From an optimization exercise on the open Yosys and OpenROAD flow, aimed at small area; shortcuts taken in it are not production practice. The RTL was checked by simulation tests, not by an equivalence proof against the original design. The flow treats the clock pin as an ideal source, which a real chip does not have. Power is estimated from default activity; no workload was simulated.

// Allocator
module Allocator
	#(parameter MODEL_ADDR_WIDTH=10, MODEL_DATA_WIDTH=18, MODEL_LOC_SIZE=1024,
					WEIGHT_ADDR_WIDTH=11, WEIGHT_DATA_WIDTH=9, WEIGHT_LOC_SIZE=2048,
					TENSOR_ADDR_WIDTH=9, TENSOR_DATA_WIDTH=36, TENSOR_LOC_SIZE=512)
	(input clk_11MHz, input resetn,
	output reg [7:0] N,
	output reg [7:0] M,
	output reg mm_ena,
	output mm_wea,
	output [MODEL_ADDR_WIDTH-1:0] mm_addra,
	output [MODEL_DATA_WIDTH-1:0] mm_dla,
	output wm_ena_0, wm_ena_1, wm_ena_2, wm_ena_3, wm_ena_4, wm_ena_5, wm_ena_6, wm_ena_7,
	output wm_wea_0, wm_wea_1, wm_wea_2, wm_wea_3, wm_wea_4, wm_wea_5, wm_wea_6, wm_wea_7,
	output [WEIGHT_ADDR_WIDTH-1:0] wm_addra_0,
	output [WEIGHT_ADDR_WIDTH-1:0] wm_addra_1,
	output [WEIGHT_ADDR_WIDTH-1:0] wm_addra_2,
	output [WEIGHT_ADDR_WIDTH-1:0] wm_addra_3,
	output [WEIGHT_ADDR_WIDTH-1:0] wm_addra_4,
	output [WEIGHT_ADDR_WIDTH-1:0] wm_addra_5,
	output [WEIGHT_ADDR_WIDTH-1:0] wm_addra_6,
	output [WEIGHT_ADDR_WIDTH-1:0] wm_addra_7,
	output [WEIGHT_DATA_WIDTH-1:0] wm_dla_0,
	output [WEIGHT_DATA_WIDTH-1:0] wm_dla_1,
	output [WEIGHT_DATA_WIDTH-1:0] wm_dla_2,
	output [WEIGHT_DATA_WIDTH-1:0] wm_dla_3,
	output [WEIGHT_DATA_WIDTH-1:0] wm_dla_4,
	output [WEIGHT_DATA_WIDTH-1:0] wm_dla_5,
	output [WEIGHT_DATA_WIDTH-1:0] wm_dla_6,
	output [WEIGHT_DATA_WIDTH-1:0] wm_dla_7,
	output tm_ena,
	output tm_wea,
	output [TENSOR_ADDR_WIDTH-1:0] tm_addra,
	output [TENSOR_DATA_WIDTH-1:0] tm_dla,
	input [7:0] RxData,
	input valid,
	output start_sig,
	output reg [3:0] StateLED
	);
Size: ~740 cells after synthesis, about 110 flip-flops, ~290 I/O pins, about 6700 µm² of cells after synthesis.
clock: 5.0 ns
lec_check: 0
abc_area: 1
cap_margin: 20
core_margin: 2
core_utilization: 55
cts_buf_list: sky130_fd_sc_hd__clkbuf_4
gpl_timing_driven: 0
slew_margin: 20
standard.sh (not shown) runs the stock make flow with config.mk's settings and CLKGATE_MAP_FILE= SYNTH_SCRIPT=/design/flow/synth_recipe.tcl, a recipe that flattens the netlist after the stock synthesis.
==> flow/flow/run.sh <==
#!/bin/bash
# The standard layout (standard.sh) with these changes:
#  - synthesis maps the logic with ABC's area mapper (flow/abc_area_map.script)
#    and without Yosys's half/full-adder extraction; registers, the synth
#    options and the flatten/rename steps are the standard flow's own (synth_recipe.tcl)
#  - each port's buffer is the smallest buffer cell
#  - the clock tree is four buf_12, each driving a quarter of the
#    flip-flops (flow/clock_tree.tcl, run as ORFS's PRE_CTS_TCL hook)
set -euo pipefail
here=$PWD
export AREA_ABC_SCRIPT=$here/flow/abc_area_map.script
{
  cat <<'TCL'
# use the area script for the technology mapping call of synth.tcl
proc abc {args} {
  set i [lsearch -exact $args -script]
  if {$i >= 0} { lset args [expr {$i + 1}] $::env(AREA_ABC_SCRIPT) }
  yosys abc {*}$args
}
TCL
  cat synth_recipe.tcl
} > area_synth.tcl
sed -e "s#SYNTH_SCRIPT=[^ ]*#SYNTH_SCRIPT=$here/area_synth.tcl ADDER_MAP_FILE=#" standard.sh > area_standard.sh
grep -q "SYNTH_SCRIPT=$here/area_synth.tcl" area_standard.sh
export BUFFER_PORTS_ARGS="-buffer_cell sky130_fd_sc_hd__buf_1"
export CTS_ARGS="-sink_clustering_enable -repair_clock_nets -buf_list sky130_fd_sc_hd__clkbuf_4 -dont_use_dummy_load"
export PRE_CTS_TCL=$here/flow/clock_tree.tcl
export PRE_GLOBAL_PLACE_TCL=$here/flow/remove_buffers.tcl
bash area_standard.sh > standard_flow.log 2>&1
==> flow/flow/remove_buffers.tcl <==
# PRE_GLOBAL_PLACE_TCL hook: with GPL_TIMING_DRIVEN 0, global_place.tcl does
# not remove synthesis's buffers itself, so remove them here, before the
# ports get their buffers.
remove_buffers
Other scripts of this flow, unchanged in this note and not shown: flow/flow/abc_area_map.script, flow/flow/clock_tree.tcl
Edit:
- CORE_UTILIZATION: 55 -> 70
Result:
- cell count is lower by 1.9%
- core utilization is higher by 16 points
- worst hold slack is better by 7.9 ps
- final area barely changes
- power hardly moves
- register-to-register slack is better by 30 ps
- setup slack is better by 32 ps
Edit:
- CORE_UTILIZATION: 70 -> 82
The changed run finished with timing, DRC and antenna clean.
Sequential cell count is unchanged.
Power falls slightly.
Worst hold slack gets worse by 10 ps.
Clock skew stays flat.
Global-route usage rises by 5.9 points.
Edit:
--- a/flow/flow/run.sh
+++ b/flow/flow/run.sh
@@ -1,4 +1,4 @@
 #!/bin/bash
-# The standard layout (standard.sh) with these changes:
+# The standard layout (standard.sh) with three changes:
 #  - synthesis maps the logic with ABC's area mapper (flow/abc_area_map.script)
 #    and without Yosys's half/full-adder extraction; registers, the synth
@@ -26,4 +26,3 @@
 export CTS_ARGS="-sink_clustering_enable -repair_clock_nets -buf_list sky130_fd_sc_hd__clkbuf_4 -dont_use_dummy_load"
 export PRE_CTS_TCL=$here/flow/clock_tree.tcl
-export PRE_GLOBAL_PLACE_TCL=$here/flow/remove_buffers.tcl
 bash area_standard.sh > standard_flow.log 2>&1
- CORE_UTILIZATION: 82 -> 70
- GPL_TIMING_DRIVEN: 0 -> not set
removed: flow/flow/remove_buffers.tcl
=>
- fmax came out higher slightly
- wire length came out lower slightly
- global-route usage came out lower by 5.1 points
- synthesized area does not change
- synthesized cell count is unchanged
- power came out higher slightly


Another version of the RTL of Allocator (not shown whole).
Size: roughly 750 cells after synthesis, roughly 290 I/O pins, about 6700 um2 of cells after synthesis.
==> flow/config.mk <==
export PLATFORM = sky130hd
export DESIGN_NAME = Allocator
export DESIGN_NICKNAME = Allocator
export VERILOG_FILES = /design/flow/design.v
export SDC_FILE = /design/flow/constraint.sdc
export NUM_CORES = 4
export LEC_CHECK = 0
export ABC_AREA = 1
export CAP_MARGIN = 20
export CORE_MARGIN = 2
export CORE_UTILIZATION = 70
export CTS_BUF_LIST = sky130_fd_sc_hd__clkbuf_4
export SLEW_MARGIN = 20
==> flow/constraint.sdc <==
create_clock -name core_clock -period 5.0 [get_ports {clk_11MHz}]
set_input_delay 1.0000 -clock core_clock [delete_from_list [all_inputs] [get_ports {clk_11MHz}]]
set_output_delay 1.0000 -clock core_clock [all_outputs]
set_load 0.01 [all_outputs]
==> flow/flow/run.sh <==
#!/bin/bash
# The standard layout (standard.sh) with three changes:
#  - synthesis maps the logic with ABC's area mapper (flow/abc_area_map.script)
#    and without Yosys's half/full-adder extraction; registers, the synth
#    options and the flatten/rename steps are the standard flow's own (synth_recipe.tcl)
#  - each port's buffer is the smallest buffer cell
#  - the clock tree is four clkbuf_16, each driving a quarter of the
#    flip-flops (flow/clock_tree.tcl, run as ORFS's PRE_CTS_TCL hook)
set -euo pipefail
here=$PWD
export AREA_ABC_SCRIPT=$here/flow/abc_area_map.script
{
  cat <<'TCL'
# use the area script for the technology mapping call of synth.tcl
proc abc {args} {
  set i [lsearch -exact $args -script]
  if {$i >= 0} { lset args [expr {$i + 1}] $::env(AREA_ABC_SCRIPT) }
  yosys abc {*}$args
}
TCL
  cat synth_recipe.tcl
} > area_synth.tcl
sed -e "s#SYNTH_SCRIPT=[^ ]*#SYNTH_SCRIPT=$here/area_synth.tcl ADDER_MAP_FILE=#" standard.sh > area_standard.sh
grep -q "SYNTH_SCRIPT=$here/area_synth.tcl" area_standard.sh
export BUFFER_PORTS_ARGS="-buffer_cell sky130_fd_sc_hd__buf_1"
export CTS_ARGS="-sink_clustering_enable -repair_clock_nets -buf_list sky130_fd_sc_hd__clkbuf_4 -dont_use_dummy_load"
export PRE_CTS_TCL=$here/flow/clock_tree.tcl
bash area_standard.sh > standard_flow.log 2>&1
==> flow/flow/clock_tree.tcl <==
# PRE_CTS_TCL hook: a clock tree built by hand, in place of TritonCTS's.
# The clock port drives CLK_LEAVES (default 4) clock buffers (CLK_LEAF_BUF,
# default clkbuf_16), through a root buffer CLK_ROOT_BUF if one is named
# (default none). Each leaf sits at the centre of a group of flip-flops
# (split by position into equal groups) and drives that group's clock pins.
# The cts step's detailed placement then legalizes the buffers.
proc build_clock_tree {} {
  set nleaf [expr {[info exists ::env(CLK_LEAVES)] ? $::env(CLK_LEAVES) : 4}]
  set master_name [expr {[info exists ::env(CLK_LEAF_BUF)] ? $::env(CLK_LEAF_BUF) : "sky130_fd_sc_hd__clkbuf_16"}]
  set db [ord::get_db]
  set block [ord::get_db_block]
  set master [$db findMaster $master_name]
  set root_name [expr {[info exists ::env(CLK_ROOT_BUF)] ? $::env(CLK_ROOT_BUF) : "none"}]
  set clk_port [sta::get_property [lindex [all_clocks] 0] sources]
  set clk_name [get_full_name $clk_port]
  set clk_net [$block findNet $clk_name]
  set sinks {}
  foreach it [$clk_net getITerms] {
    lappend sinks [list $it {*}[[$it getInst] getLocation]]
  }
  # split into groups of close flip-flops: sort by x, cut into columns,
  # then sort each column by y and cut into rows
  set ncol [expr {$nleaf >= 4 ? 2 : 1}]
  if {$nleaf >= 8} { set ncol [expr {$nleaf / 4}] }
  set nrow [expr {$nleaf / $ncol}]
  set sinks [lsort -integer -index 1 $sinks]
  set n [llength $sinks]
  set groups {}
  for {set c 0} {$c < $ncol} {incr c} {
    set col [lrange $sinks [expr {$c * $n / $ncol}] [expr {($c + 1) * $n / $ncol - 1}]]
    set col [lsort -integer -index 2 $col]
    set m [llength $col]
    for {set r 0} {$r < $nrow} {incr r} {
      lappend groups [lrange $col [expr {$r * $m / $nrow}] [expr {($r + 1) * $m / $nrow - 1}]]
    }
  }
  # root buffer at the centre of all flip-flops (none: the port drives the leaves)
  if {$root_name eq "none"} {
    set root_net $clk_net
  } else {
  set sx 0; set sy 0
  foreach s $sinks { incr sx [lindex $s 1]; incr sy [lindex $s 2] }
  set root [odb::dbInst_create $block [$db findMaster $root_name] "clkroot"]
  set root_net [odb::dbNet_create $block "clknet_root"]
  $root_net setSigType CLOCK
  [$root findITerm A] connect $clk_net
  [$root findITerm X] connect $root_net
  $root setLocation [expr {$sx / $n}] [expr {$sy / $n}]
  $root setPlacementStatus PLACED
  }
  set i 0
  foreach g $groups {
    set sx 0; set sy 0
    foreach s $g { incr sx [lindex $s 1]; incr sy [lindex $s 2] }
    set cx [expr {$sx / [llength $g]}]
    set cy [expr {$sy / [llength $g]}]
    set inst [odb::dbInst_create $block $master "clkleaf_$i"]
    set net [odb::dbNet_create $block "clknet_leaf_$i"]
    $net setSigType CLOCK
    [$inst findITerm A] connect $root_net
    [$inst findITerm X] connect $net
    foreach s $g {
      set it [lindex $s 0]
      $it disconnect
      $it connect $net
    }
    $inst setLocation $cx $cy
    $inst setPlacementStatus PLACED
    incr i
  }
  puts "build_clock_tree: [llength $groups] leaf buffers ($master_name) for $n clock pins"
}
build_clock_tree
# the tree is complete: keep clock_tree_synthesis from adding to it
set skip {}
foreach n [[ord::get_db_block] getNets] { if {[$n getSigType] eq "CLOCK"} { lappend skip [$n getName] } }
set_cts_config -skip_nets $skip
puts "clock nets left to clock_tree_synthesis: none ([llength $skip] skipped)"
Other scripts of this flow, unchanged in this note and not shown: flow/flow/abc_area_map.script
==> next run, changes <==
--- a/flow/flow/run.sh
+++ b/flow/flow/run.sh
@@ -6,3 +6,3 @@
 #  - each port's buffer is the smallest buffer cell
-#  - the clock tree is four clkbuf_16, each driving a quarter of the
+#  - the clock tree is four buf_12, each driving a quarter of the
 #    flip-flops (flow/clock_tree.tcl, run as ORFS's PRE_CTS_TCL hook)
--- a/flow/flow/clock_tree.tcl
+++ b/flow/flow/clock_tree.tcl
@@ -2,3 +2,3 @@
 # The clock port drives CLK_LEAVES (default 4) clock buffers (CLK_LEAF_BUF,
-# default clkbuf_16), through a root buffer CLK_ROOT_BUF if one is named
+# default buf_12), through a root buffer CLK_ROOT_BUF if one is named
 # (default none). Each leaf sits at the centre of a group of flip-flops
@@ -8,3 +8,3 @@
   set nleaf [expr {[info exists ::env(CLK_LEAVES)] ? $::env(CLK_LEAVES) : 4}]
-  set master_name [expr {[info exists ::env(CLK_LEAF_BUF)] ? $::env(CLK_LEAF_BUF) : "sky130_fd_sc_hd__clkbuf_16"}]
+  set master_name [expr {[info exists ::env(CLK_LEAF_BUF)] ? $::env(CLK_LEAF_BUF) : "sky130_fd_sc_hd__buf_12"}]
   set db [ord::get_db]
The new run ran to the end with no violations.
Routed wire length stays flat.
Sequential power barely changes.
Worst hold slack stays flat.
Area after synthesis stays the same.


Allocator, a different RTL version from the one above (not shown whole).
For scale: ~860 cells after synthesis, about 120 flip-flops, about 290 I/O pins.
clock: 5.0 ns
lec_check: 0
abc_area: 1
cap_margin: 20
core_margin: 2
core_utilization: 70
cts_buf_list: sky130_fd_sc_hd__clkbuf_4
slew_margin: 20
==> flow/flow/run.sh <==
#!/bin/bash
# Standard layout, with each port's buffer the smallest buffer cell.
export BUFFER_PORTS_ARGS="-buffer_cell sky130_fd_sc_hd__buf_1"
bash standard.sh > standard_flow.log 2>&1
Edit:
==> flow/flow/run.sh (replaced) <==
#!/bin/bash
# Standard layout, with each port's buffer the smallest buffer cell and a
# clock tree of few larger buffers without dummy loads.
export BUFFER_PORTS_ARGS="-buffer_cell sky130_fd_sc_hd__buf_1"
export CTS_ARGS="-sink_clustering_enable -repair_clock_nets -buf_list sky130_fd_sc_hd__clkbuf_8 -dont_use_dummy_load -sink_clustering_size 40 -sink_clustering_max_diameter 150"
bash standard.sh > standard_flow.log 2>&1
Result:
- The changed run finished clean
- synthesized cell count stays the same
- global-route usage barely changes
- power went down by 6.3%
- wire length barely changes
- die area is unchanged
- count of clock-buffer cells in the layout went down by 2
- critical path depth does not change
- utilization went down by 0.56 points


## v8
Another version of the RTL of Allocator (not shown whole).
For scale: roughly 770 cells after synthesis, ~120 flip-flops, about 290 I/O pins, roughly 6900 um2 of cells after synthesis.
Settings: LEC_CHECK=0, ABC_AREA=1, CAP_MARGIN=20, CORE_MARGIN=2, CORE_UTILIZATION=70, CTS_BUF_LIST=sky130_fd_sc_hd__clkbuf_4, SLEW_MARGIN=20; clock period 5.0 ns.
==> flow/flow/run.sh <==
#!/bin/bash
# The standard layout (standard.sh) with three changes:
#  - synthesis maps the logic with ABC's area mapper (flow/abc_area_map.script)
#    and without Yosys's half/full-adder extraction; registers, the synth
#    options and the flatten/rename steps are the standard flow's own (synth_recipe.tcl)
#  - each port's buffer is the smallest buffer cell
#  - the clock tree uses clkbuf_4 and no dummy loads
set -euo pipefail
here=$PWD
export AREA_ABC_SCRIPT=$here/flow/abc_area_map.script
{
  cat <<'TCL'
# use the area script for the technology mapping call of synth.tcl
proc abc {args} {
  set i [lsearch -exact $args -script]
  if {$i >= 0} { lset args [expr {$i + 1}] $::env(AREA_ABC_SCRIPT) }
  yosys abc {*}$args
}
TCL
  cat synth_recipe.tcl
} > area_synth.tcl
sed -e "s#SYNTH_SCRIPT=[^ ]*#SYNTH_SCRIPT=$here/area_synth.tcl ADDER_MAP_FILE=#" standard.sh > area_standard.sh
grep -q "SYNTH_SCRIPT=$here/area_synth.tcl" area_standard.sh
export BUFFER_PORTS_ARGS="-buffer_cell sky130_fd_sc_hd__buf_1"
export CTS_ARGS="-sink_clustering_enable -repair_clock_nets -buf_list sky130_fd_sc_hd__clkbuf_4 -dont_use_dummy_load"
bash area_standard.sh > standard_flow.log 2>&1
==> flow/flow/abc_area_map.script <==
strash
balance
rewrite
refactor
balance
rewrite
rewrite -z
balance
refactor -z
rewrite -z
balance
dch -f
amap
topo
Here is what was changed in the inputs of v4 compared with v8.
==> flow/flow/run.sh <==
#!/bin/bash
# Standard layout, with each port's buffer the smallest buffer cell and a
# clock tree of small buffers without dummy loads.
export BUFFER_PORTS_ARGS="-buffer_cell sky130_fd_sc_hd__buf_1"
export CTS_ARGS="-sink_clustering_enable -repair_clock_nets -buf_list sky130_fd_sc_hd__clkbuf_4 -dont_use_dummy_load"
bash standard.sh > standard_flow.log 2>&1
removed: flow/flow/abc_area_map.script
==> run summary <==
Going from v8 to v4, headroom to the max-slew limit up 23 points, global-route met3 utilization stayed essentially flat, synthesized cell count moved up.

[what the ideal ports hide]
In the flow no input, the clock included, has a driving cell. The finished layouts below were timed again as built, in two steps. Step 1: set_driving_cell puts a clkbuf_16 on clk_11MHz and a buf_2 on each other input, an assumption about the parent block. Step 2 also shifts input and output timing later by t, the mid clock arrival at the registers, as if the neighbouring blocks saw the same clock. Three values: no drivers, after step 1, after step 2; two values: the first two.
run	t, ns	slack for setup (ns)	worst setup path at the end	clock arrival spread, ns	worst slew at a driven data input, ns
the first run of note 1	0.228	0.153 / 0.153 / 0.153	register to register	0.010 / 0.009	0.05
the second run of note 1	0.229	0.184 / 0.184 / 0.184	register to register	0.007 / 0.006	0.04
the third run of note 1	0.229	0.180 / 0.180 / 0.180	register to register	0.008 / 0.008	0.03
the fourth run of note 1	0.230	0.249 / 0.249 / 0.249	register to register	0.011 / 0.012	0.05
the first run of note 2	0.245	0.346 / 0.346 / 0.346	register to register	0.010 / 0.010	0.03
the second run of note 2	0.227	0.345 / 0.345 / 0.345	register to register	0.008 / 0.007	0.03
the first run of note 3	0.555	0.305 / 0.305 / 0.305	register to register	0.017 / 0.017	0.04
the second run of note 3	0.457	0.299 / 0.299 / 0.299	register to register	0.023 / 0.023	0.04
v8	0.526	0.595 / 0.595 / 0.595	register to register	0.038 / 0.037	0.03
v4	0.538	0.261 / 0.261 / 0.261	register to register	0.037 / 0.037	0.03
After both steps setup and hold are still met in every run listed.
